What follows belongs to an exercise in optimizing a design on an open flow for small area and a short achievable clock period; a production flow would make more cautious choices.
Function was checked by simulation only, so behaviour that the tests miss may differ from the original.
Power and IR drop assume default switching activity.

==> flow/design.v, too long to show whole: its modules and the start of the top module <==
// module alu_design: 1067 lines
module alu_design #(parameter W = 16, parameter N = 4) (
  clock, reset, CE, INP_valid, MODE, CMD, OPA, OPB, CIN, ERR, RES, OV, COUT, G, L, E);
  // ...
==> flow/run.sh <==
#!/bin/bash
# synth_recipe.tcl (not shown) runs the flow's synth.tcl, then flattens the netlist and writes it again
# the make line also repeats each setting of config.mk as NAME=value (left out here)
make -C /OpenROAD-flow-scripts/flow DESIGN_CONFIG=/design/flow/config.mk WORK_HOME=/design/flow/orfs CLKGATE_MAP_FILE= SYNTH_SCRIPT=/design/flow/synth_recipe.tcl finish
==> flow/config.mk <==
export PLATFORM = sky130hd
export DESIGN_NAME = alu_design
export DESIGN_NICKNAME = alu_design
export VERILOG_FILES = /design/flow/design.v
export SDC_FILE = /design/flow/constraint.sdc
export NUM_CORES = 4
export LEC_CHECK = 0
export CAP_MARGIN = 20
export CORE_MARGIN = 2
export CORE_UTILIZATION = 65
export PLACE_DENSITY = 0.75
export SETUP_SLACK_MARGIN = 2.5
export SLEW_MARGIN = 20
==> flow/constraint.sdc <==
create_clock -name core_clock -period 8.3 [get_ports {clock}]
set_input_delay 1.6600 -clock core_clock [delete_from_list [all_inputs] [get_ports {clock}]]
set_output_delay 1.6600 -clock core_clock [all_outputs]
set_load 0.01 [all_outputs]
==> impl_metrics.env, run 1 <==
export IMPL_wl_mm=47.4
export IMPL_path_depth=13
export IMPL_cts_sinks=104
export IMPL_setup_viol=0
export IMPL_drt_pass1_iterations=6
export IMPL_r2r_end="s_mx[6]$_DFFE_PP0P_"
export IMPL_met2_usage_pct=57.8
export IMPL_startpoint="s_my[7]$_DFFE_PP0P_"
export IMPL_finalSetupTns_ns=0
export IMPL_dp_cells=2156
export IMPL_ys_async_sr_fraction_pct=100
export IMPL_cp_cell_sequence="ha_2, nand4_1, or3_1, a21oi_2, nor2_1, o21a_1, o21ai_1, ha_1, ha_1, nand3_1, xnor2_1, a221o_1, clkdlybuf4s50_1"
export IMPL_p_per_area_nw_per_um2=172
export IMPL_pg_clk_w=0.000468
export IMPL_yosysUniqueCellTypes=82
export IMPL_seqCellArea_um2=2600
export IMPL_seq_cell_count=104
export IMPL_drt_iter0_markers=1508
export IMPL_synth_simple_area_share_pct=15.8
export IMPL_syn_nets=2231
export IMPL_wire_per_inst_um=21.8
export IMPL_start_util_pct=65.7
export IMPL_grt_pass1_vias=13812
export IMPL_clockPowerShare_pct=15.5
export IMPL_outcome="timing/DRC/antenna clean"
export IMPL_met1_usage_pct=52.1
export IMPL_maxSlewViolCount=0
export IMPL_area_share_nonclk_buffers_pct=5.00
export IMPL_largest_reg_flops=19
export IMPL_syn_area_um2=16400
export IMPL_mostFrequentLayoutCells="inv_1 (290), nor2_1 (288), fa_1 (237)"
export IMPL_regMostFlops="s_mx"
export IMPL_rsz0062_at_grt="no"
export IMPL_p_seq_w=0.000777
export IMPL_use_met3_pct=8.91
export IMPL_ys_seq_area_share_pct=15.8
export IMPL_rows=58
export IMPL_post_synth_top_area_fraction_pct=28.8
==> run 2: changes to the inputs <==
--- a/flow/design.v
+++ b/flow/design.v
@@ -67,30 +67,26 @@
 localparam KL = 8;     
 localparam KH = 27;    
 reg [W-1:0] na_r, nb_r;
 reg [N-1:0] cmd_r;
 reg [1:0] valid_r;
 reg mode_r, cin_r;
 reg mul_r, err_r;
 always @(posedge clock or posedge reset) begin
-  if (reset) begin
-    na_r    <= 0;
-    nb_r    <= 0;
-    cmd_r   <= 0;
+  if (reset)
     valid_r <= 0;
-    mode_r  <= 0;
-    cin_r   <= 0;
-    mul_r   <= 0;
-    err_r   <= 0;
-  end else if (CE) begin
+  else if (CE)
+    valid_r <= INP_valid;
+end
+always @(posedge clock) begin
+  if (CE) begin
     na_r    <= ~i_a;
     nb_r    <= ~i_b;
     cmd_r   <= CMD;
-    valid_r <= INP_valid;
     mode_r  <= MODE;
     cin_r   <= CIN;
     mul_r   <= i_mul | i_oneh;
     err_r   <= i_err;
   end
 end
 wire [W-1:0] opa_r = ~na_r;
 wire [W-1:0] opb_r = ~nb_r;
@@ -1003,42 +999,41 @@
 wire l_comb = cmp_sel & lt;
 wire g_comb = cmp_sel & ~eq & ~lt;
 reg [KL-1:0] s_lo;
 reg        s_cl;
 reg [KH-KL-1:0] s_mx, s_my;
 reg [2*W-KH-1:0] s_hi;
 reg q_lo, q_hi, q_sh, q_16, q_up, q_sx, q_co, q_ovu, q_ovs;
 reg q_g, q_l, q_e, q_err;
+always @(posedge clock) begin
+  if (CE) begin
+    s_lo  <= lo_sum[KL-1:0];
+    s_cl  <= lo_sum[KL];
+    s_mx  <= tx[KH-1:KL];
+    s_my  <= ty[KH-1:KL];
+    s_hi  <= hi_sum;
+  end
+end
 always @(posedge clock or posedge reset) begin
   if (reset) begin
-    s_lo  <= 0;
-    s_cl  <= 0;
-    s_mx  <= 0;
-    s_my  <= 0;
-    s_hi  <= 0;
     q_lo  <= 0;
     q_hi  <= 0;
     q_sh  <= 0;
     q_16  <= 0;
     q_up  <= 0;
     q_sx  <= 0;
     q_co  <= 0;
     q_ovu <= 0;
     q_ovs <= 0;
     q_g   <= 0;
     q_l   <= 0;
     q_e   <= 0;
     q_err <= 0;
   end else if (CE) begin
-    s_lo  <= lo_sum[KL-1:0];
-    s_cl  <= lo_sum[KL];
-    s_mx  <= tx[KH-1:KL];
-    s_my  <= ty[KH-1:KL];
-    s_hi  <= hi_sum;
     q_lo  <= c_lo;
     q_hi  <= c_hi;
     q_sh  <= c_sh;
     q_16  <= c_16;
     q_up  <= c_up;
     q_sx  <= c_sx;
     q_co  <= c_co;
     q_ovu <= c_ovu;
==> impl_metrics.env, run 2 <==
export IMPL_outcome="timing/DRC/antenna clean"
export IMPL_postSynthAreaPerCell_um2=9.04
export IMPL_maxSlewViolCount=0
export IMPL_setup_worst_path_start_class="register"
export IMPL_regMostFlops="s_mx"
export IMPL_drt_iter0_markers=1356
export IMPL_synth_most_common_cell="inv_1"
export IMPL_finalCoreUtilization_pct=70.8
export IMPL_n_antenna_cell=0
export IMPL_place_gp_congestion=0.927
export IMPL_drc=0
export IMPL_htreeDepth=3
export IMPL_wire_per_inst_um=20.7
export IMPL_cp_required_ns=6.64
export IMPL_crit_type="register to primary output"
export IMPL_r2r_cells=12
export IMPL_r2r_slack_ns=2.88
export IMPL_r2r_start="mul_r$_DFFE_PP_"
export IMPL_drt_pass1_iterations=6
export IMPL_start_util_pct=65.9
export IMPL_cts_tree="yes"
export IMPL_finClkSkew_ns=0.0132
export IMPL_largest_reg_flops=19
export IMPL_grt_max_degree=68
export IMPL_numCtsBuffers=9
export IMPL_crit_fanout=4
export IMPL_drv_cap=0
export IMPL_ys_warn_count=1
export IMPL_hold_class="register to register"
export IMPL_clock_fmax_ghz=0.182
export IMPL_rsz0062_at_grt="no"
export IMPL_vias=12976
export IMPL_cp_data_arrival_time_ns=3.84
export IMPL_ys_top_cells_by_count="inv_1 (300), nor2_1 (279), fa_1 (237)"
export IMPL_area_delta_synth_final_pct=7.44
export IMPL_holdPathStages=1
export IMPL_layout_commonest_cell="inv_1"
export IMPL_overflow=0
export IMPL_synth_seq_cells=104
export IMPL_clockBufferDepth=2
export IMPL_post_synth_top_area_fraction_pct=29.7
export IMPL_setup_viol=0
export IMPL_r2r_end="s_mx[6]$_DFFE_PP_"
export IMPL_hold_end="q_l$_DFFE_PP0P_"
export IMPL_clock_latency_ns=0.36
export IMPL_yosys_area_top_type="fa_1"
export IMPL_max_vdd_ir_drop_mv=0.187
export IMPL_dieArea_um2=25900
export IMPL_portBuffers=80
export IMPL_mostFrequentLayoutCells="inv_1 (300), nor2_1 (279), fa_1 (237)"
export IMPL_finalCritPeriodShare_pct=66.3
export IMPL_rows=57
export IMPL_p_leak_nw=7.44
export IMPL_grtUsageTotal_pct=34.8
export IMPL_ant_nets=0
export IMPL_coreArea_um2=24200
export IMPL_ys_async_sr_fraction_pct=14.4
export IMPL_nets=2148
export IMPL_die_w_um=161
export IMPL_finalSetupTns_ns=0
export IMPL_fin_total_pwr_w=0.00395
export IMPL_n_fill_cell=1963
export IMPL_wl_mm=43.4
export IMPL_synth_area_leaders="fa_1 (30%), edfxtp_1 (17%), ha_1 (7.6%)"
export IMPL_ys_seq_area_share_pct=19.1
export IMPL_end_kind="primary output"
export IMPL_syn_area_um2=16000
export IMPL_ys_flop_type="edfxtp_1"
export IMPL_drive_gt1_share_pct=3.60
export IMPL_fin_crit_ns=5.50
export IMPL_fin_hold_ws_ns=0.512
export IMPL_yosysUniqueCellTypes=83
export IMPL_ioPinCount=81
export IMPL_syn_nets=2146
export IMPL_hold_viol=0
export IMPL_slew_limit_headroom_pct=36.3
export IMPL_holdCritStartpoint="q_l$_DFFE_PP0P_"
export IMPL_grt_pass1_vias=13054
export IMPL_p_per_area_nw_per_um2=230
export IMPL_antenna_found_initial=0
export IMPL_clk_pin_slew_ns=0.08
export IMPL_worst_slew_pin_slew_ns=0.947
export IMPL_synthCells=1769
export IMPL_die_h_um=161
export IMPL_dpl_hpwl_mm=33.1
export IMPL_cts_sinks=104
export IMPL_viasPerCell=6.18
export IMPL_clockRootBuffer="clkbuf_16"
export IMPL_synth_edf_count=89
export IMPL_grt_pass1_wl_mm=70.3
[run 2: power by group]
group	total (W)	switching [W]	leakage [nW]	internal [W]
Clock	0.000451	0.000220	0.155	0.000231
Combinational	0.00258	0.00151	6.20	0.00107
Sequential	0.000915	0.000128	1.08	0.000787
Total	0.00395	0.00186	7.44	0.00209
[run 2: per-stage QoR]
stage / std cells / setup slack [ns] / cell area [um2]
finish: 2100 / 2.80 / 17200
detailed placement: 2084 / 2.94 / 16900
global route: 2100 / 2.53 / 17200
CTS: 2100 / 2.68 / 17200
global placement: 2084 / 3.05 / 16900
floorplan: 1769 / 3.48 / 16000
[run 2: logic make-up after synthesis]
kind of cell	Yosys count	synth area share (%)
mux	10	0.665
simple gates	561	16.7
buf+inv	398	9.66
flops	104	19.1
xor+xnor	62	3.40
fa+ha+maj	336	37.4
compound gates	298	13.1
[run 2: area by class of cell]
class	instances	area (um2)	share of cell area, %
sequential	104	3050	17.7
tap	324	405	2.36
timing repair buffer	89	861	5.01
multi-input combinational	1267	11400	66.5
clock inverter	6	62.6	0.364
clock buffer	10	250	1.46
inverter	300	1130	6.55
[run 2: worst max path at each step]
stage                                  from  slack, ns  depth (start not counted)                 to
after floorplan             mul_r$_DFFE_PP_       3.48                         14  s_mx[6]$_DFFE_PP_
after global placement      mul_r$_DFFE_PP_       3.05                         12  s_mx[6]$_DFFE_PP_
after detailed placement    mul_r$_DFFE_PP_       2.94                         12  s_mx[6]$_DFFE_PP_
after CTS                    s_cl$_DFFE_PP_       2.68                         14            RES[15]
after global routing      s_mx[5]$_DFFE_PP_       2.53                         14            RES[15]
final                     s_mx[5]$_DFFE_PP_       2.80                         14            RES[15]
[run 2: critical path: stages, from the launching register on]
cell	delay, ns
edfxtp_1	0.37
ha_1	0.37
nand3_1	0.20
o21ai_2	0.26
a211oi_1	0.10
nor3_1	0.30
a21oi_1	0.11
o21ai_0	0.21
ha_1	0.21
ha_1	0.18
nand3_1	0.09
xnor2_1	0.16
a22oi_1	0.31
o21ai_0	0.15
clkdlybuf4s50_1	0.50
[run 2: timing repair]
item | CTS | global route
setup buffers | 0 | 0
hold endpoints to repair | 0 | 0
resized for setup | 0 | 2
hold buffers | 0 | 0
endpoints found under the setup margin | 0 | 3
[run 2: layer usage]
| layer | global-route usage (%) | vias up | share of wire, % |
|---|---|---|---|
| li1 | - | 5781 | - |
| met1 | 48.9 | 6355 | 41 |
| met2 | 56.0 | 734 | 46 |
| met3 | 5.73 | 106 | 9.3 |
| met4 | 10.7 | 0 | 3.0 |
| met5 | 0 | - | 0 |
==> run 3: changes to the inputs <==
--- a/flow/config.mk
+++ b/flow/config.mk
@@ -9,5 +9,5 @@
 export CORE_MARGIN = 2
 export CORE_UTILIZATION = 65
 export PLACE_DENSITY = 0.75
-export SETUP_SLACK_MARGIN = 2.5
+export SETUP_SLACK_MARGIN = 3.6
 export SLEW_MARGIN = 20
==> impl_metrics.env, run 3 <==
export IMPL_finalSetupTns_ns=0
export IMPL_ys_flop_type="edfxtp_1"
export IMPL_layout_commonest_cell="inv_1"
export IMPL_synthCells=1769
export IMPL_wire_per_inst_um=21.8
export IMPL_viasPerCell=6.31
export IMPL_finalCritPeriodShare_pct=58.8
export IMPL_die_w_um=161
export IMPL_place_ws_ns=2.96
export IMPL_ys_warn_count=1
export IMPL_slew_limit_headroom_pct=31.0
export IMPL_mostFrequentLayoutCells="inv_1 (294), nor2_1 (277), fa_1 (212)"
export IMPL_synth_most_common_cell="inv_1"
export IMPL_slowest_stage="clkdlybuf4s50_1"
export IMPL_largest_reg_flops=19
export IMPL_critPathCapture="RES[8]"
export IMPL_finClkSkew_ns=0.0118
export IMPL_ys_async_sr_fraction_pct=14.4
export IMPL_ioPinCount=81
export IMPL_clock_fmax_ghz=0.205
export IMPL_worst_slew_pin_slew_ns=1.03
export IMPL_startpoint="s_my[0]$_DFFE_PP_"
export IMPL_drive_gt1_share_pct=15.3
export IMPL_synth_edf_count=89
export IMPL_slowest_delay_ns=0.53
export IMPL_rsz0062_at_grt="yes"
export IMPL_portBuffers=80
export IMPL_r2r_end="s_mx[6]$_DFFE_PP_"
export IMPL_hold_viol=0
export IMPL_syn_nets=2146
export IMPL_r2r_cells=14
export IMPL_setup_worst_path_start_class="register"
export IMPL_outcome="timing/DRC/antenna clean"
export IMPL_cp_data_arrival_time_ns=3.22
export IMPL_die_h_um=161
export IMPL_synth_seq_cells=104
export IMPL_cts_sinks=104
export IMPL_wl_mm=48.8
export IMPL_fin_crit_ns=4.88
export IMPL_drt_iter0_markers=1800
export IMPL_start_util_pct=65.9
export IMPL_n_antenna_cell=0
export IMPL_ys_top_cells_by_count="inv_1 (300), nor2_1 (279), fa_1 (237)"
export IMPL_crit_type="register to primary output"
export IMPL_rows=57
export IMPL_place_gp_congestion=0.932
export IMPL_r2r_slack_ns=3.61
export IMPL_yosysUniqueCellTypes=83
export IMPL_htreeDepth=3
export IMPL_drv_cap=0
export IMPL_grt_max_degree=73
export IMPL_cp_required_ns=6.64
export IMPL_setup_viol=0
export IMPL_overflow=0
export IMPL_end_kind="primary output"
export IMPL_synth_area_leaders="fa_1 (30%), edfxtp_1 (17%), ha_1 (7.6%)"
export IMPL_clk_pin_slew_ns=0.08
export IMPL_n_fill_cell=1631
export IMPL_yosys_area_top_type="fa_1"
export IMPL_cp_cell_sequence="fa_2, ha_2, a21oi_4, o21ai_2, a221oi_4, buf_4, a21oi_2, xor2_2, a21o_1, clkdlybuf4s50_1"
export IMPL_clockBufferDepth=2
export IMPL_maxSlewViolCount=0
export IMPL_p_leak_nw=8.28
export IMPL_p_per_area_nw_per_um2=232
export IMPL_post_synth_top_area_fraction_pct=29.7
export IMPL_antenna_found_initial=0
export IMPL_drt_pass1_iterations=9
export IMPL_nets=2283
export IMPL_clock_latency_ns=0.37
export IMPL_r2r_start="mul_r$_DFFE_PP_"
export IMPL_syn_area_um2=16000
export IMPL_drc=0
export IMPL_ys_seq_area_share_pct=19.1
export IMPL_postSynthAreaPerCell_um2=9.04
export IMPL_fin_ws_ns=3.42
export IMPL_clockRootBuffer="clkbuf_16"
export IMPL_ant_nets=0
export IMPL_numCtsBuffers=9
export IMPL_vias=14107
export IMPL_area_delta_synth_final_pct=17.4
export IMPL_grt_pass1_vias=13878
export IMPL_crit_fanout=4
export IMPL_dpl_hpwl_mm=33.2
export IMPL_dieArea_um2=25900
export IMPL_cts_tree="yes"
export IMPL_grtUsageTotal_pct=37.1
export IMPL_coreArea_um2=24200
export IMPL_grt_pass1_wl_mm=74.6
export IMPL_regMostFlops="s_mx"
export IMPL_hold_class="register to register"
export IMPL_max_vdd_ir_drop_mv=0.238
[run 3: cell type report]
type	instances	area [um2]	share of cell area [%]
multi-input combinational	1268	11900	63.3
sequential	104	3050	16.2
timing repair buffer	223	1970	10.5
inverter	300	1140	6.08
tap	324	405	2.16
clock buffer	11	275	1.47
clock inverter	5	52.6	0.280
[run 3: power breakdown]
| part | internal, W | switching (W) | total (W) |
|---|---|---|---|
| Sequential | 0.000789 | 0.000104 | 0.000893 |
| Clock | 0.000248 | 0.000218 | 0.000466 |
| Combinational | 0.00129 | 0.00171 | 0.00299 |
[run 3: metrics by stage]
step	utilization, %	instances	total power [W]	area (um2)	hold slack (ns)
floorplan	-	1769	0.00259	16000	0.456
detailed placement	69.5	2085	0.00346	16900	0.481
CTS	74.7	2174	0.00420	18100	0.501
finish	77.4	2235	0.00435	18800	0.502
global route	77.4	2235	0.00467	18800	0.532
global placement	69.5	2085	0.00338	16900	0.464
[run 3: logic make-up (layout without fill, tap and decap cells)]
logic type	count (synthesis)	in the layout	share of synthesized area [%]
and+or+nand+nor	561	562	16.7
buffers and inverters	398	539	9.66
adders and majority gates	336	336	37.4
AOI/OAI and AO/OA	298	298	13.1
DFF	104	104	19.1
xor gates and xnor gates	62	62	3.40
muxes	10	10	0.665
[run 3: worst min path at each step]
stage | start | endpoint | cells after the start
finish | q_co$_DFFE_PP0P_ | q_co$_DFFE_PP0P_ | 1
global route | q_co$_DFFE_PP0P_ | q_co$_DFFE_PP0P_ | 1
CTS | q_co$_DFFE_PP0P_ | q_co$_DFFE_PP0P_ | 1
detailed placement | q_co$_DFFE_PP0P_ | q_co$_DFFE_PP0P_ | 1
global placement | q_co$_DFFE_PP0P_ | q_co$_DFFE_PP0P_ | 1
floorplan | q_co$_DFFE_PP0P_ | q_co$_DFFE_PP0P_ | 1
[run 3: critical path: cells and delay by family, from the launching register on]
family / cells / cell delay, ns
buf+inv: 2 / 0.70
xor+xnor: 1 / 0.24
flops: 1 / 0.41
compound gates: 5 / 0.85
fa+ha+maj: 2 / 0.66
[run 3: metal layers]
layer / vias to the layer above / global-route usage [%] / share of wire (%)
met1: 6802 / 49.4 / 37
met2: 985 / 58.5 / 45
met4: 0 / 17.3 / 6.5
met3: 264 / 8.50 / 11
li1: 6056 / - / -
met5: - / 0 / 0
[run 3: what timing repair did]
action | 4_1_cts | 5_1_grt
pin swaps | 22 | 17
resized for setup | 118 | 57
cloned | 0 | 1
hold buffers | 0 | 0
buffers inserted | 73 | 60
endpoints found under the setup margin | 64 | 41
==> run 4: changes to the inputs <==
--- a/flow/config.mk
+++ b/flow/config.mk
@@ -9,5 +9,5 @@
 export CORE_MARGIN = 2
 export CORE_UTILIZATION = 65
 export PLACE_DENSITY = 0.75
-export SETUP_SLACK_MARGIN = 3.6
+export SETUP_SLACK_MARGIN = 3.45
 export SLEW_MARGIN = 20
==> impl_metrics.env, run 4 <==
export IMPL_ys_flop_type="edfxtp_1"
export IMPL_hold_viol=0
export IMPL_cts_tree="yes"
export IMPL_ys_async_sr_fraction_pct=14.4
export IMPL_viasPerCell=6.20
export IMPL_met2_length_mm=21.3
export IMPL_area_delta_synth_final_pct=15.6
export IMPL_cp_required_ns=6.64
export IMPL_die_w_um=161
export IMPL_holdPathStages=1
export IMPL_crit_type="register to primary output"
export IMPL_synth_area_leaders="fa_1 (30%), edfxtp_1 (17%), ha_1 (7.6%)"
export IMPL_top_layer="met4"
export IMPL_r2r_start="nb_r[13]$_DFFE_PP_"
export IMPL_synth_edf_count=89
export IMPL_slew_limit_headroom_pct=35.8
export IMPL_outcome="timing/DRC/antenna clean"
export IMPL_drt_iter0_markers=1691
export IMPL_finalSetupTns_ns=0
export IMPL_ys_warn_count=1
export IMPL_wl_met3_mm=5.15
export IMPL_place_gp_congestion=0.927
export IMPL_clk_pin_slew_ns=0.08
export IMPL_fin_crit_ns=4.86
export IMPL_ys_seq_area_share_pct=19.1
export IMPL_n_antenna_cell=0
export IMPL_synthCells=1769
export IMPL_p_per_area_nw_per_um2=232
export IMPL_post_synth_top_area_fraction_pct=29.7
export IMPL_fin_area_um2=18500
export IMPL_ys_top_cells_by_count="inv_1 (300), nor2_1 (279), fa_1 (237)"
export IMPL_fin_total_pwr_w=0.00428
export IMPL_hold_end="q_l$_DFFE_PP0P_"
export IMPL_regMostFlops="s_mx"
export IMPL_numCtsBuffers=9
export IMPL_htreeDepth=3
export IMPL_dieArea_um2=25900
export IMPL_hold_class="register to register"
export IMPL_finalCritPeriodShare_pct=58.5
export IMPL_dpl_hpwl_mm=33.1
export IMPL_synth_seq_cells=104
export IMPL_finalCoreUtilization_pct=76.2
export IMPL_start_util_pct=65.9
export IMPL_end_kind="primary output"
export IMPL_portBuffers=80
export IMPL_wl_mm=46.4
export IMPL_setup_viol=0
export IMPL_drt_pass1_iterations=8
export IMPL_syn_nets=2146
export IMPL_r2r_slack_ns=3.58
export IMPL_layout_commonest_cell="inv_1"
export IMPL_rows=57
export IMPL_coreArea_um2=24200
export IMPL_fin_ws_ns=3.44
export IMPL_cts_sinks=104
export IMPL_grtUsageTotal_pct=35.7
export IMPL_r2r_cells=14
export IMPL_clockBufferDepth=2
export IMPL_finClkSkew_ns=0.0122
export IMPL_drv_cap=0
export IMPL_r2r_end="s_hi[4]$_DFFE_PP_"
export IMPL_drc=0
export IMPL_maxSlewViolCount=0
export IMPL_antenna_found_initial=0
export IMPL_vias=13711
export IMPL_wl_met1_mm=17.9
export IMPL_yosysUniqueCellTypes=83
export IMPL_synth_most_common_cell="inv_1"
export IMPL_postSynthAreaPerCell_um2=9.04
export IMPL_yosys_area_top_type="fa_1"
export IMPL_placed_cell_area_um2=16900
export IMPL_clock_fmax_ghz=0.206
export IMPL_syn_area_um2=16000
export IMPL_setup_worst_path_start_class="register"
export IMPL_clockRootBuffer="clkbuf_16"
export IMPL_grt_max_degree=68
export IMPL_startpoint="s_my[0]$_DFFE_PP_"
export IMPL_grt_pass1_wl_mm=71.9
export IMPL_die_h_um=161
export IMPL_mostFrequentLayoutCells="inv_1 (296), nor2_1 (278), fa_1 (235)"
export IMPL_place_ws_ns=2.94
export IMPL_largest_reg_flops=19
export IMPL_rsz0062_at_grt="yes"
export IMPL_holdCritStartpoint="q_l$_DFFE_PP0P_"
export IMPL_crit_fanout=4
export IMPL_p_leak_nw=8.21
export IMPL_ant_nets=0
export IMPL_drive_gt1_share_pct=12.7
export IMPL_ioPinCount=81
export IMPL_nets=2258
export IMPL_max_vdd_ir_drop_mv=0.186
export IMPL_wire_per_inst_um=21.0
export IMPL_cp_data_arrival_time_ns=3.20
export IMPL_grt_pass1_vias=13427
export IMPL_worst_slew_pin_slew_ns=0.956
export IMPL_clock_latency_ns=0.37
export IMPL_overflow=0
## run 4: cell counts after synthesis
No cell type changed its count.
## run 4: logic make-up (layout without fill, tap and decap cells)
family	Yosys count	after routing	share of synthesized area (%)
AOI/OAI and AO/OA	298	298	13.1
xor gates and xnor gates	62	62	3.40
adders and majority gates	336	336	37.4
buffers and inverters	398	515	9.66
DFF	104	104	19.1
muxes	10	10	0.665
and+or+nand+nor	561	561	16.7
## run 4: power by group
part / internal [W] / total (W) / switching [W] / leakage, nW
Sequential: 0.000790 / 0.000905 / 0.000115 / 1.08
Clock: 0.000231 / 0.000454 / 0.000223 / 0.155
Combinational: 0.00126 / 0.00292 / 0.00166 / 6.97
## run 4: metal layers
layer,up-vias,global-route usage [%]
met2,874,56.6
met1,6656,48.0
met4,0,13.8
li1,5997,-
met5,-,0
met3,184,8.34
## run 4: metrics by stage
stage	hold slack (ns)	cells
after floorplan	0.456	1769
after global placement	0.464	2084
after detailed placement	0.487	2084
after CTS	0.513	2124
after global routing	0.531	2210
final	0.514	2210
## run 4: layout make-up
class	count	area [um2]
fill	1731	5770
clock buffer	10	250
sequential	104	3050
multi-input combinational	1267	11900
timing repair buffer	199	1720
inverter	300	1140
tap	324	405
clock inverter	6	62.6
## run 4: worst max path at each step
stage / end / slack (ns) / cells past startpoint
after floorplan: s_mx[6]$_DFFE_PP_ / 3.48 / 14
after global placement: s_mx[6]$_DFFE_PP_ / 3.05 / 12
after detailed placement: s_mx[6]$_DFFE_PP_ / 2.94 / 12
after CTS: RES[15] / 3.36 / 14
after global routing: RES[19] / 3.30 / 9
final: RES[13] / 3.44 / 13
## run 4: critical path: stages, from the launching register on
cell	delay (ns)
edfxtp_1	0.41
fa_2	0.44
a31oi_4	0.22
o21ai_4	0.11
a211oi_2	0.22
nor3_2	0.08
a21oi_1	0.14
o21ai_1	0.10
ha_2	0.20
ha_4	0.17
xor2_2	0.19
a222oi_1	0.34
inv_1	0.06
buf_2	0.14
## run 4: timing repair
action,in CTS,in global routing
buffers inserted,24,86
hold buffers,0,0
gates resized for setup,92,41
endpoints found under the setup margin,54,31
pin swaps,14,13
==> run 5: changes to the inputs <==
--- a/flow/config.mk
+++ b/flow/config.mk
@@ -9,5 +9,5 @@
 export CORE_MARGIN = 2
 export CORE_UTILIZATION = 65
 export PLACE_DENSITY = 0.75
-export SETUP_SLACK_MARGIN = 3.45
+export SETUP_SLACK_MARGIN = 3.0
 export SLEW_MARGIN = 20
==> impl_metrics.env, run 5 <==
export IMPL_coreArea_um2=24200
export IMPL_start_util_pct=65.9
export IMPL_ioPinCount=81
export IMPL_ys_warn_count=1
export IMPL_setup_worst_path_start_class="register"
export IMPL_antenna_found_initial=0
export IMPL_mostFrequentLayoutCells="inv_1 (300), nor2_1 (278), fa_1 (236)"
export IMPL_r2r_cells=13
export IMPL_crit_type="register to primary output"
export IMPL_max_vdd_ir_drop_mv=0.199
export IMPL_holdBufCountCts=0
export IMPL_fin_hold_ws_ns=0.512
export IMPL_ys_top_cells_by_count="inv_1 (300), nor2_1 (279), fa_1 (237)"
export IMPL_area_delta_synth_final_pct=8.59
export IMPL_layout_commonest_cell="inv_1"
export IMPL_p_per_area_nw_per_um2=232
export IMPL_ys_flop_type="edfxtp_1"
export IMPL_drive_gt1_share_pct=5.38
export IMPL_regMostFlops="s_mx"
export IMPL_outcome="timing/DRC/antenna clean"
export IMPL_nets=2156
export IMPL_clock_fmax_ghz=0.190
export IMPL_numCtsBuffers=9
export IMPL_fin_crit_ns=5.27
export IMPL_dpl_hpwl_mm=33.1
export IMPL_vias=12963
export IMPL_grt_pass1_wl_mm=70.6
export IMPL_slew_limit_headroom_pct=34.7
export IMPL_clock_latency_ns=0.36
export IMPL_portBuffers=80
export IMPL_yosysUniqueCellTypes=83
export IMPL_ys_async_sr_fraction_pct=14.4
export IMPL_post_synth_top_area_fraction_pct=29.7
export IMPL_clockBufferDepth=2
export IMPL_clockRootBuffer="clkbuf_16"
export IMPL_wire_per_inst_um=20.7
export IMPL_fin_area_um2=17400
export IMPL_viasPerCell=6.15
export IMPL_worst_slew_pin_slew_ns=0.972
export IMPL_finalCritPeriodShare_pct=63.5
export IMPL_finClkSkew_ns=0.0124
export IMPL_p_leak_nw=7.51
export IMPL_holdPathStages=1
export IMPL_htreeDepth=3
export IMPL_drc=0
export IMPL_rows=57
export IMPL_clk_pin_slew_ns=0.08
export IMPL_cts_tree="yes"
export IMPL_synth_edf_count=89
export IMPL_finalSetupTns_ns=0
export IMPL_maxSlewViolCount=0
export IMPL_synth_most_common_cell="inv_1"
export IMPL_overflow=0
export IMPL_die_h_um=161
export IMPL_synthCells=1769
export IMPL_postSynthAreaPerCell_um2=9.04
export IMPL_place_gp_congestion=0.927
export IMPL_dieArea_um2=25900
export IMPL_end_kind="primary output"
export IMPL_n_antenna_cell=0
export IMPL_drv_cap=0
export IMPL_syn_nets=2146
export IMPL_largest_reg_flops=19
export IMPL_ant_nets=0
export IMPL_grt_max_degree=68
export IMPL_synth_area_leaders="fa_1 (30%), edfxtp_1 (17%), ha_1 (7.6%)"
export IMPL_wl_mm=43.7
export IMPL_synth_seq_cells=104
export IMPL_yosys_area_top_type="fa_1"
export IMPL_hold_class="register to register"
export IMPL_drt_iter0_markers=1280
export IMPL_placed_cell_area_um2=16900
export IMPL_cp_data_arrival_time_ns=3.61
export IMPL_ys_seq_area_share_pct=19.1
export IMPL_grt_pass1_vias=13115
export IMPL_setup_viol=0
export IMPL_hold_viol=0
export IMPL_cp_required_ns=6.64
export IMPL_die_w_um=161
export IMPL_grtUsageTotal_pct=34.9
export IMPL_syn_area_um2=16000
export IMPL_cts_sinks=104
export IMPL_drt_pass1_iterations=7
export IMPL_crit_fanout=6
export IMPL_rsz0062_at_grt="yes"
-- run 5: cell counts after synthesis --
Identical to the previous run, type by type.
-- run 5: stage by stage --
step | setup slack (ns) | utilization, % | power (W) | std cells
finish | 3.03 | 71.6 | 0.00404 | 2108
global route | 2.89 | 71.6 | 0.00437 | 2108
CTS | 2.95 | 71.2 | 0.00395 | 2101
detailed placement | 2.94 | 69.5 | 0.00346 | 2084
global placement | 3.05 | 69.5 | 0.00338 | 2084
floorplan | 3.48 | - | 0.00259 | 1769
-- run 5: timing repair --
item                       4_1_cts  5_1_grt
resized for setup               20       18
pin swaps                        4        3
setup endpoints to repair       12       13
buffers inserted                 1        7
gates cloned                     0        0
-- run 5: area by class of cell --
class                   instances  area [um2]
clock inverters                 6        62.6
flip-flops and latches        104        3050
clock buffers                  10         250
repair buffers                 97         922
well taps                     324         405
fillers                      1939        6890
inverters                     300        1130
multi-input cells            1267       11500
-- run 5: report_power, final --
| group | switching, W | internal (W) | leakage [nW] |
|---|---|---|---|
| clock network | 0.000222 | 0.000231 | 0.155 |
| registers | 0.000131 | 0.000788 | 1.08 |
| logic | 0.00155 | 0.00112 | 6.28 |
| total | 0.00190 | 0.00213 | 7.51 |
-- run 5: critical path: stages (launching register included) --
cell	delay [ns]
edfxtp_1	0.42
ha_1	0.42
a21oi_1	0.11
o21ai_1	0.22
a211oi_2	0.06
nor3_2	0.22
a21oi_1	0.10
o21ai_1	0.17
ha_1	0.19
ha_1	0.18
nand3_1	0.11
xnor2_2	0.17
a22oi_2	0.25
o21ai_0	0.14
clkdlybuf4s50_1	0.50
-- run 5: routing by layer --
metal / track usage, % / vias up / wire length, um
met5: 0 / - / 0
met4: 11.2 / 0 / 1430
met3: 5.71 / 108 / 4130
met2: 56.2 / 738 / 20200
met1: 49.0 / 6324 / 17900
li1: - / 5793 / -
-- run 5: path summary, 6_finish.rpt --
check | start | end | slack [ns]
worst max-delay path | s_mx[12]$_DFFE_PP_ | RES[15] | 3.03
worst min register to register | q_l$_DFFE_PP0P_ | q_l$_DFFE_PP0P_ | 0.51
worst max register to register | mul_r$_DFFE_PP_ | s_mx[6]$_DFFE_PP_ | 3.12
min in group asynchronous | reset | q_ovs$_DFFE_PP0P_ | 1.65
worst min-delay path | q_l$_DFFE_PP0P_ | q_l$_DFFE_PP0P_ | 0.51
max in group asynchronous | reset | valid_r[1]$_DFFE_PP0P_ | 6.27
-- run 5: logic make-up (layout without fill, tap and decap cells) --
family / count (synthesis) / after routing / synth area share (%)
muxes: 10 / 10 / 0.665
buffers and inverters: 398 / 413 / 9.66
AOI/OAI and AO/OA: 298 / 298 / 13.1
and+or+nand+nor: 561 / 561 / 16.7
adders and majority gates: 336 / 336 / 37.4
xor gates and xnor gates: 62 / 62 / 3.40
DFF: 104 / 104 / 19.1
==> run 6: changes to the inputs <==
--- a/flow/config.mk
+++ b/flow/config.mk
@@ -9,5 +9,5 @@
 export CORE_MARGIN = 2
 export CORE_UTILIZATION = 65
 export PLACE_DENSITY = 0.75
-export SETUP_SLACK_MARGIN = 3.0
+export SETUP_SLACK_MARGIN = 3.3
 export SLEW_MARGIN = 20
==> impl_metrics.env, run 6 <==
export IMPL_clk_pin_slew_ns=0.08
export IMPL_ys_top_cells_by_count="inv_1 (300), nor2_1 (279), fa_1 (237)"
export IMPL_n_antenna_cell=0
export IMPL_synth_seq_cells=104
export IMPL_wl_mm=44.6
export IMPL_viasPerCell=6.19
export IMPL_vias=13254
export IMPL_nets=2190
export IMPL_rsz0062_at_grt="yes"
export IMPL_end_kind="primary output"
export IMPL_crit_type="register to primary output"
export IMPL_drt_iter0_markers=1514
export IMPL_startpoint="s_mx[2]$_DFFE_PP_"
export IMPL_ys_flop_type="edfxtp_1"
export IMPL_power_frac_seq_pct=22.0
export IMPL_outcome="timing/DRC/antenna clean"
export IMPL_yosys_area_top_type="fa_1"
export IMPL_grtUsageTotal_pct=35.1
export IMPL_hold_class="register to register"
export IMPL_postSynthAreaPerCell_um2=9.04
export IMPL_mostFrequentLayoutCells="inv_1 (297), nor2_1 (278), fa_1 (236)"
export IMPL_synth_simple_area_share_pct=16.7
export IMPL_fin_ws_ns=3.34
export IMPL_multi_input_area_um2=11800
export IMPL_power_frac_comb_pct=67.3
export IMPL_hold_viol=0
export IMPL_place_ws_ns=2.94
export IMPL_drt_pass1_iterations=8
export IMPL_p_per_area_nw_per_um2=237
export IMPL_drive_gt1_share_pct=8.80
export IMPL_finClkSkew_ns=0.0150
export IMPL_synth_compound_area_share_pct=13.1
export IMPL_clock_latency_ns=0.37
export IMPL_start_util_pct=65.9
export IMPL_grt_max_degree=68
export IMPL_dieArea_um2=25900
export IMPL_regMostFlops="s_mx"
export IMPL_synth_area_leaders="fa_1 (30%), edfxtp_1 (17%), ha_1 (7.6%)"
export IMPL_antenna_found_initial=0
export IMPL_ys_warn_count=1
export IMPL_crit_fanout=3
export IMPL_rows=57
export IMPL_maxSlewViolCount=0
export IMPL_finalSetupTns_ns=0
export IMPL_clockRootBuffer="clkbuf_16"
export IMPL_die_w_um=161
export IMPL_max_vdd_ir_drop_mv=0.199
export IMPL_cts_sinks=104
export IMPL_p_leak_nw=7.77
export IMPL_place_gp_congestion=0.927
export IMPL_grt_pass1_wl_mm=71.2
export IMPL_ant_nets=0
export IMPL_cp_data_arrival_time_ns=3.30
export IMPL_drv_cap=0
export IMPL_n_fill_cell=1858
export IMPL_seqCellArea_um2=3050
export IMPL_ys_async_sr_fraction_pct=14.4
export IMPL_synthCells=1769
export IMPL_synth_top_family_by_area="adder cells"
export IMPL_holdBufCountCts=0
export IMPL_portBuffers=80
export IMPL_largest_reg_flops=19
export IMPL_dpl_hpwl_mm=33.1
export IMPL_fin_crit_ns=4.96
export IMPL_cp_required_ns=6.64
export IMPL_finalCritPeriodShare_pct=59.8
export IMPL_synth_edf_count=89
export IMPL_swShare_pct=46.5
export IMPL_cts_tree="yes"
export IMPL_r2r_start="nb_r[12]$_DFFE_PP_"
export IMPL_numCtsBuffers=9
export IMPL_clock_fmax_ghz=0.202
export IMPL_yosys_area_share_xor_xnor_pct=3.40
export IMPL_syn_nets=2146
export IMPL_ys_seq_area_share_pct=19.1
export IMPL_internal_power_w=0.00227
export IMPL_grt_pass1_vias=13209
export IMPL_synthAdderAreaFrac_pct=37.4
export IMPL_wire_per_inst_um=20.8
export IMPL_ioPinCount=81
export IMPL_synthMuxAreaShare_pct=0.665
export IMPL_coreArea_um2=24200
export IMPL_drc=0
export IMPL_post_synth_top_area_fraction_pct=29.7
export IMPL_setup_viol=0
export IMPL_setup_worst_path_start_class="register"
export IMPL_htreeDepth=3
export IMPL_clockBufferDepth=2
export IMPL_area_delta_synth_final_pct=12.0
export IMPL_slew_limit_headroom_pct=36.4
export IMPL_clockPowerShare_pct=10.7
export IMPL_worst_slew_pin_slew_ns=0.946
export IMPL_die_h_um=161
export IMPL_synth_most_common_cell="inv_1"
export IMPL_syn_area_um2=16000
export IMPL_fin_total_pwr_w=0.00424
export IMPL_overflow=0
export IMPL_yosysUniqueCellTypes=83
export IMPL_p_switching_w=0.00197
export IMPL_layout_commonest_cell="inv_1"
export IMPL_holdCritStartpoint="q_l$_DFFE_PP0P_"
run 6: logic make-up (layout without fill, tap and decap cells):
family | count (synthesis) | after routing
and+or+nand+nor | 561 | 561
buffers and inverters | 398 | 447
adders and majority gates | 336 | 336
AOI/OAI and AO/OA | 298 | 298
DFF | 104 | 104
xor gates and xnor gates | 62 | 62
muxes | 10 | 10
run 6: cell type report:
class | instances | area share, %
Clock buffer | 10 | 1.40
Timing Repair Buffer | 131 | 6.68
Sequential cell | 104 | 17.0
Multi-Input combinational cell | 1267 | 65.9
Clock inverter | 6 | 0.349
Inverter | 300 | 6.35
Tap cell | 324 | 2.26
run 6: power by group through the flow:
stage	combinational (W)	clock, W	sequential, W
2_1_floorplan	0.00175	0	0.000840
3_3_place_gp	0.00246	0	0.000915
3_5_place_dp	0.00254	0	0.000919
4_1_cts	0.00263	0.000456	0.000919
5_1_grt	0.00316	0.000474	0.000943
6_report	0.00286	0.000452	0.000933
run 6: repair_timing:
item | in CTS | in global routing
buffers inserted | 7 | 35
cloned | 0 | 0
pin swaps | 11 | 14
setup endpoints to repair | 40 | 29
resized for setup | 48 | 53
run 6: worst paths after layout:
| check | slack, ns | to | depth (start not counted) |
|---|---|---|---|
| worst max-delay path | 3.34 | RES[15] | 14 |
| worst min register to register | 0.51 | q_l$_DFFE_PP0P_ | 1 |
| max in group asynchronous | 6.25 | q_e$_DFFE_PP0P_ | 2 |
| min in group asynchronous | 1.66 | q_ovs$_DFFE_PP0P_ | 2 |
| worst max register to register | 3.38 | s_mx[6]$_DFFE_PP_ | 12 |
| worst min-delay path | 0.51 | q_l$_DFFE_PP0P_ | 1 |
run 6: metrics by stage:
step | util (%) | hold WS (ns) | instance area (um2) | instances
finish | 73.8 | 0.511 | 17900 | 2142
global route | 73.8 | 0.531 | 17900 | 2142
CTS | 71.7 | 0.513 | 17400 | 2107
detailed placement | 69.5 | 0.487 | 16900 | 2084
global placement | 69.5 | 0.464 | 16900 | 2084
floorplan | - | 0.456 | 16000 | 1769
run 6: worst max-delay path, stage by stage, from the launching register on:
cell and delay (ns):
edfxtp_1 0.42, ha_4 0.33, a31oi_4 0.12, o21ai_4 0.19, a211oi_2 0.10, nor3_2 0.17, a21oi_1 0.09, o21ai_1 0.18
ha_2 0.24, ha_4 0.16, nand3_2 0.09, xnor2_2 0.18, a22oi_2 0.23, o21ai_0 0.12, dlygate4sd2_1 0.30
run 6: per-layer routing:
layer / share of wire, % / vias to the layer above / global-route usage (%)
met5: 0 / - / 0
met4: 3.1 / 0 / 10.6
met3: 9.6 / 121 / 6.12
met2: 47 / 798 / 56.9
met1: 40 / 6468 / 49.0
li1: - / 5867 / -
==> run 7: changes to the inputs <==
--- a/flow/config.mk
+++ b/flow/config.mk
@@ -7,7 +7,7 @@
 export LEC_CHECK = 0
 export CAP_MARGIN = 20
 export CORE_MARGIN = 2
-export CORE_UTILIZATION = 65
-export PLACE_DENSITY = 0.75
+export CORE_UTILIZATION = 55
+export PLACE_DENSITY = 0.7
 export SETUP_SLACK_MARGIN = 3.3
 export SLEW_MARGIN = 20
==> impl_metrics.env, run 7 <==
export IMPL_p_leak_nw=7.79
export IMPL_holdPathStages=1
export IMPL_htreeDepth=3
export IMPL_ys_flop_type="edfxtp_1"
export IMPL_antenna_found_initial=0
export IMPL_numCtsBuffers=9
export IMPL_fin_area_um2=17900
export IMPL_clockRootBuffer="clkbuf_16"
export IMPL_drive_gt1_share_pct=8.74
export IMPL_cpMostUsedCell="ha_2"
export IMPL_max_vdd_ir_drop_mv=0.152
export IMPL_drv_cap=0
export IMPL_dpl_hpwl_mm=33.9
export IMPL_r2r_end="s_hi[4]$_DFFE_PP_"
export IMPL_clock_latency_ns=0.37
export IMPL_ys_seq_area_share_pct=19.1
export IMPL_finalCritPeriodShare_pct=59.3
export IMPL_holdCritStartpoint="q_co$_DFFE_PP0P_"
export IMPL_grt_max_degree=73
export IMPL_synthAdderAreaFrac_pct=37.4
export IMPL_synth_top_family_by_area="adder cells"
export IMPL_r2r_cells=13
export IMPL_rsz0062_at_grt="no"
export IMPL_setup_viol=0
export IMPL_grtUsageTotal_pct=30.2
export IMPL_wire_per_inst_um=20.3
export IMPL_synthMuxAreaShare_pct=0.665
export IMPL_finalSetupTns_ns=0
export IMPL_ys_warn_count=1
export IMPL_overflow=0
export IMPL_nets=2192
export IMPL_die_h_um=175
export IMPL_slowest_stage="fa_2"
export IMPL_drt_pass1_iterations=5
export IMPL_synth_simple_area_share_pct=16.7
export IMPL_r2r_start="na_r[12]$_DFFE_PP_"
export IMPL_placed_cell_area_um2=16900
export IMPL_start_util_pct=55.7
export IMPL_maxSlewViolCount=0
export IMPL_finalCoreUtilization_pct=62.4
export IMPL_hold_class="register to register"
export IMPL_ant_nets=0
export IMPL_coreArea_um2=28700
export IMPL_post_synth_top_area_fraction_pct=29.7
export IMPL_synth_edf_count=89
export IMPL_worst_slew_pin_slew_ns=1.03
export IMPL_cts_tree="yes"
export IMPL_area_delta_synth_final_pct=12.0
export IMPL_synth_most_common_cell="inv_1"
export IMPL_drc=0
export IMPL_hold_viol=0
export IMPL_clock_fmax_ghz=0.203
export IMPL_dp_cells=2143
export IMPL_cp_data_arrival_time_ns=3.26
export IMPL_finClkSkew_ns=0.0165
export IMPL_grt_pass1_vias=13274
export IMPL_layout_commonest_cell="inv_1"
export IMPL_dieArea_um2=30500
export IMPL_fin_total_pwr_w=0.00419
export IMPL_mostFrequentLayoutCells="inv_1 (297), nor2_1 (278), fa_1 (235)"
export IMPL_fin_crit_ns=4.92
export IMPL_cp_required_ns=6.64
export IMPL_synth_compound_area_share_pct=13.1
export IMPL_p_per_area_nw_per_um2=234
export IMPL_postSynthAreaPerCell_um2=9.04
export IMPL_regMostFlops="s_mx"
export IMPL_ioPinCount=81
export IMPL_slowest_delay_ns=0.44
export IMPL_viasPerCell=5.92
export IMPL_vias=13054
export IMPL_synthCells=1769
export IMPL_cp_cell_sequence="fa_2, a31oi_4, o21ai_4, a211oi_2, nor3_2, a21oi_1, o21ai_1, ha_2, ha_2, nand3_2, xnor2_2, a221o_1, dlygate4sd2_1"
export IMPL_slew_limit_headroom_pct=30.8
export IMPL_syn_nets=2146
export IMPL_crit_type="register to primary output"
export IMPL_yosysUniqueCellTypes=83
export IMPL_portBuffers=80
export IMPL_finalNonFillerCells=2204
export IMPL_clockBufferDepth=2
export IMPL_clk_pin_slew_ns=0.08
export IMPL_ys_top_cells_by_count="inv_1 (300), nor2_1 (279), fa_1 (237)"
export IMPL_end_kind="primary output"
export IMPL_cp_top_family="compound AO/OA/AOI/OAI gates"
export IMPL_n_antenna_cell=0
export IMPL_yosys_area_share_xor_xnor_pct=3.40
export IMPL_setup_worst_path_start_class="register"
export IMPL_synth_area_leaders="fa_1 (30%), edfxtp_1 (17%), ha_1 (7.6%)"
export IMPL_hold_end="q_co$_DFFE_PP0P_"
export IMPL_yosys_area_top_type="fa_1"
export IMPL_drt_iter0_markers=1129
export IMPL_place_gp_congestion=0.943
export IMPL_crit_buf_inv=1
export IMPL_r2r_slack_ns=3.44
export IMPL_synth_seq_cells=104
export IMPL_rows=62
export IMPL_outcome="timing/DRC/antenna clean"
export IMPL_largest_reg_flops=19
export IMPL_ys_async_sr_fraction_pct=14.4
export IMPL_wl_mm=44.7
export IMPL_cts_sinks=104
export IMPL_syn_area_um2=16000
export IMPL_grt_pass1_wl_mm=72.0
export IMPL_die_w_um=175
export IMPL_crit_fanout=2
==> run 7: cell counts after synthesis <==
No cell type changed its count.
==> run 7: layout make-up <==
| class | count | area [um2] |
|---|---|---|
| clock buffer | 10 | 229 |
| tap | 384 | 480 |
| fill | 2415 | 10800 |
| timing repair buffer | 132 | 1190 |
| clock inverter | 6 | 97.6 |
| multi-input combinational | 1268 | 11700 |
| sequential | 104 | 3050 |
| inverter | 300 | 1140 |
==> run 7: cells by family (layout without fill, tap and decap cells) <==
logic type	Yosys count	in the layout
compound gates	298	298
xor+xnor	62	62
simple gates	561	562
fa+ha+maj	336	336
mux	10	10
buf+inv	398	448
flops	104	104
==> run 7: worst max path at each step <==
stage,start,endpoint,cells past startpoint
after floorplan,mul_r$_DFFE_PP_,s_mx[6]$_DFFE_PP_,14
after global placement,mul_r$_DFFE_PP_,s_mx[6]$_DFFE_PP_,12
after detailed placement,mul_r$_DFFE_PP_,s_mx[6]$_DFFE_PP_,12
after CTS,s_cl$_DFFE_PP_,RES[30],12
after global routing,s_my[0]$_DFFE_PP_,RES[13],13
final,s_my[0]$_DFFE_PP_,RES[31],13
==> run 7: worst register-to-register path, cell delays in order, from the launching register on <==
cell and delay [ns]:
edfxtp_1 0.95, nor2_1 0.18, fa_1 0.56, inv_1 0.05, fa_1 0.45, fa_1 0.46, fa_1 0.54, inv_1 0.04
ha_1 0.28, ha_1 0.22, fa_1 0.46, a21o_1 0.17, a21oi_1 0.16, xnor2_1 0.08
==> run 7: where the power goes <==
group,switching [W],internal [W]
Combinational,0.00160,0.00119
Clock,0.000211,0.000270
Sequential,0.000128,0.000789
Total,0.00194,0.00225
==> run 7: repair_timing <==
action | 4_1_cts | 5_1_grt
hold buffers | 0 | 0
resized for setup | 43 | 51
pin swaps | 7 | 10
endpoints found under the setup margin | 42 | 27
gates cloned | 0 | 1
buffers inserted | 7 | 37
hold endpoints to repair | 0 | 0
==> run 7: stage by stage <==
| step | hold WS [ns] | worst slack, ns |
|---|---|---|
| after CTS | 0.492 | 3.20 |
| after floorplan | 0.456 | 3.48 |
| after global placement | 0.466 | 3.11 |
| after detailed placement | 0.474 | 2.98 |
| after global routing | 0.527 | 3.27 |
| final | 0.489 | 3.38 |
==> run 7: metal layers <==
metal | wire (um) | share of wire (%) | track usage [%]
met1 | 18400 | 41 | 41.6
met4 | 1530 | 3.4 | 9.76
met3 | 3720 | 8.3 | 4.59
met5 | 0 | 0 | 0
met2 | 21000 | 47 | 49.5

-- what the ideal ports hide --
The results above use ideal ports. As a check the final layouts listed here were re-extracted and re-timed, cells and wires unchanged. Step 1: set_driving_cell puts a clkbuf_16 on clock and a buf_2 on each other input, an assumption about the parent block. Step 2 adds t to the input delays and takes it off the output delays; t is the mean of the earliest and latest rising clock arrival at the registers after step 1. Input paths then give back, and output paths get back, about the clock's delay inside the block. Three values: ideal ports, drivers, drivers and shift; two values: the first two.
run	shift t [ns]	setup slack, ns	worst setup path after step 2	latest minus earliest clock arrival (ns)	worst register clock-pin slew, ns
run 1	0.404	2.753 / 2.710 / 2.872	register to register	0.009 / 0.009	0.08 / 0.08
run 2	0.410	2.795 / 2.744 / 2.877	register to register	0.016 / 0.016	0.08 / 0.08
run 3	0.413	3.419 / 3.365 / 3.609	register to register	0.015 / 0.014	0.08 / 0.08
run 4	0.411	3.444 / 3.393 / 3.579	register to register	0.015 / 0.015	0.08 / 0.08
run 5	0.409	3.026 / 2.975 / 3.123	register to register	0.015 / 0.015	0.08 / 0.08
run 6	0.409	3.338 / 3.286 / 3.375	register to register	0.015 / 0.015	0.08 / 0.08
run 7	0.413	3.380 / 3.331 / 3.437	register to register	0.017 / 0.016	0.08 / 0.08
After both steps setup and hold are still met in every run listed.
